Context: an optimization exercise on an open-source flow, tuned for small area. The choices shown serve that exercise and are no tape-out recipe.
The RTL was checked by simulation tests, not by an equivalence proof against the original design.
No activity file was given, so power comes from the tool's default toggle rates.

Setup of the previous run:
// servo_ctrl_top
module servo_ctrl_top (
	input  logic       clk,
	input  logic       rst_n,
	input  logic       KEY0,
	input  logic       KEY3,
	input  logic       KEY4,
	input  logic       SW0,
	input  logic       SW1,
	input  logic       SW2,
	input  logic       SW3,
	input  logic       SW4,
	output logic       servo1,
	output logic       servo2,
	output logic       servo3,
	output logic       servo4,
	output logic [6:0] seg_H,
	output logic [6:0] seg_M,
	output logic [6:0] seg_L);
Settings: LEC_CHECK=0, ABC_AREA=1, CAP_MARGIN=20, CORE_MARGIN=2, CORE_UTILIZATION=40, SLEW_MARGIN=20; clock period 20.0 ns.
standard.sh (not shown) runs the stock make flow with config.mk's settings and CLKGATE_MAP_FILE= SYNTH_SCRIPT=/design/flow/synth_recipe.tcl, a recipe that flattens the netlist after the stock synthesis.
==> flow/flow/run.sh <==
#!/bin/bash
# Own layout flow: the standard synthesis, its combinational logic re-mapped
# with a stronger ABC script (registers untouched), then the standard ORFS
# layout with smaller port and clock buffers.  Each tool logs to its own file.
set -euo pipefail
HERE=$(pwd)
RES=$HERE/orfs/results/sky130hd/servo_ctrl_top/base
LIB=$FLOW_HOME/platforms/sky130hd/lib/sky130_fd_sc_hd__tt_025C_1v80.lib

# 1. standard synthesis, unchanged
bash standard.sh synth > synth_std.log 2>&1
cp $RES/1_2_yosys.v $HERE/std_synth.v

# 2. re-map the combinational logic
mkdir -p $HERE/resyn
python3 flow/libfuncs.py $LIB > $HERE/resyn/comb_cells.v
python3 flow/ffstubs.py $LIB > $HERE/resyn/ff_stubs.v
DU=$(grep -o -- "-dont_use [A-Za-z0-9_]*" orfs/logs/sky130hd/servo_ctrl_top/base/1_2_yosys.log | sort -u | tr '\n' ' ')
export RESYN_DIR=$HERE/resyn RESYN_IN=$HERE/std_synth.v RESYN_OUT=$HERE/resyn/resyn.v \
  RESYN_TOP=$FLOW_TOP RESYN_ABC=$HERE/flow/resyn.abc RESYN_LIB=$LIB RESYN_DONT_USE="$DU"
if yosys -c flow/resyn.tcl > resyn.log 2>&1; then
  cp $HERE/resyn/resyn.v $RES/1_2_yosys.v
  rm -f $RES/1_synth.odb $RES/1_synth.sdc
else
  echo "resynthesis failed, keeping the standard netlist" >> resyn.log
fi

# 3. layout
bash standard.sh \
  "BUFFER_PORTS_ARGS=-buffer_cell sky130_fd_sc_hd__buf_1" \
  "CTS_ARGS=-sink_clustering_enable -repair_clock_nets -dont_use_dummy_load -buf_list sky130_fd_sc_hd__clkbuf_8" \
  finish > layout.log 2>&1
==> flow/flow/resyn.tcl <==
# Re-maps the combinational logic of the standard synthesis netlist with a
# stronger ABC script.  Flip-flop cells are kept as they are (blackboxes), so
# the registers keep their names and cell types.
yosys read_verilog $::env(RESYN_DIR)/comb_cells.v
yosys read_verilog $::env(RESYN_DIR)/ff_stubs.v
yosys read_verilog $::env(RESYN_IN)
yosys hierarchy -top $::env(RESYN_TOP)
yosys flatten
# plain names for the combinational nets (ABC mishandles escaped names
# with brackets); ports and register outputs keep theirs
yosys select -set keepw t:*df* %x:+\[Q\] t:*df* %d
yosys select -set hidew w:* i:* o:* %u %d @keepw %d
yosys rename -hide @hidew
# drop the cell models, so that the mapped cells are library cells again
yosys hierarchy -top $::env(RESYN_TOP)
yosys opt_clean -purge
yosys techmap
yosys opt -fast
yosys abc -script $::env(RESYN_ABC) -liberty $::env(RESYN_LIB) {*}$::env(RESYN_DONT_USE)
yosys read_liberty -lib -nooverwrite $::env(RESYN_LIB)
yosys opt_clean -purge
yosys hilomap -singleton -hicell sky130_fd_sc_hd__conb_1 HI -locell sky130_fd_sc_hd__conb_1 LO
yosys insbuf -buf sky130_fd_sc_hd__buf_4 A X
yosys splitnets
yosys opt_clean -purge
yosys rename -hide w:*\$*
yosys check -assert -mapped
yosys tee -o $::env(RESYN_OUT).stat stat -liberty $::env(RESYN_LIB)
yosys write_verilog -noattr -nohex -nodec $::env(RESYN_OUT)
Other scripts of this flow, unchanged in this note and not shown: flow/flow/ffstubs.py, flow/flow/libfuncs.py, flow/flow/resyn.abc
### the previous run -> the current run
--- a/flow/flow/resyn.tcl
+++ b/flow/flow/resyn.tcl
@@ -8,9 +8,2 @@
 yosys flatten
-# plain names for the combinational nets (ABC mishandles escaped names
-# with brackets); ports and register outputs keep theirs
-yosys select -set keepw t:*df* %x:+\[Q\] t:*df* %d
-yosys select -set hidew w:* i:* o:* %u %d @keepw %d
-yosys rename -hide @hidew
-# drop the cell models, so that the mapped cells are library cells again
-yosys hierarchy -top $::env(RESYN_TOP)
 yosys opt_clean -purge
@@ -19,3 +12,2 @@
 yosys abc -script $::env(RESYN_ABC) -liberty $::env(RESYN_LIB) {*}$::env(RESYN_DONT_USE)
-yosys read_liberty -lib -nooverwrite $::env(RESYN_LIB)
 yosys opt_clean -purge
Findings:
On post-route worst hold slack, the current run does worse than the previous run. Between the previous run and the current run, clock share of power is higher for the previous run, the current run comes in under that. Sequential share of layout area for the current run is lower than for the previous run. Transition time of the tightest slew-check pin, the previous run and the current run: higher on the current run.

## separate check: timing with driven ports
In the flow no input, the clock included, has a driving cell. The finished layouts below were timed again as built, in two steps.
Step 1 sets driving cells, clkbuf_16 on the clock port and buf_2 on the other inputs (assumed; they add their load-dependent delay and slew).
Step 2 also shifts input and output timing later by t, the mid clock arrival at the registers, as if the neighbouring blocks saw the same clock.
Slacks: ideal ports / drivers / drivers and shift; pairs: ideal ports / drivers.
run	t (ns)	setup slack, ns	cell pins on the clock port's net
the previous run	0.455	12.453 / 12.415 / 12.870	1
the current run	0.464	10.758 / 10.723 / 11.187	1
After both steps every run listed still meets setup and hold.
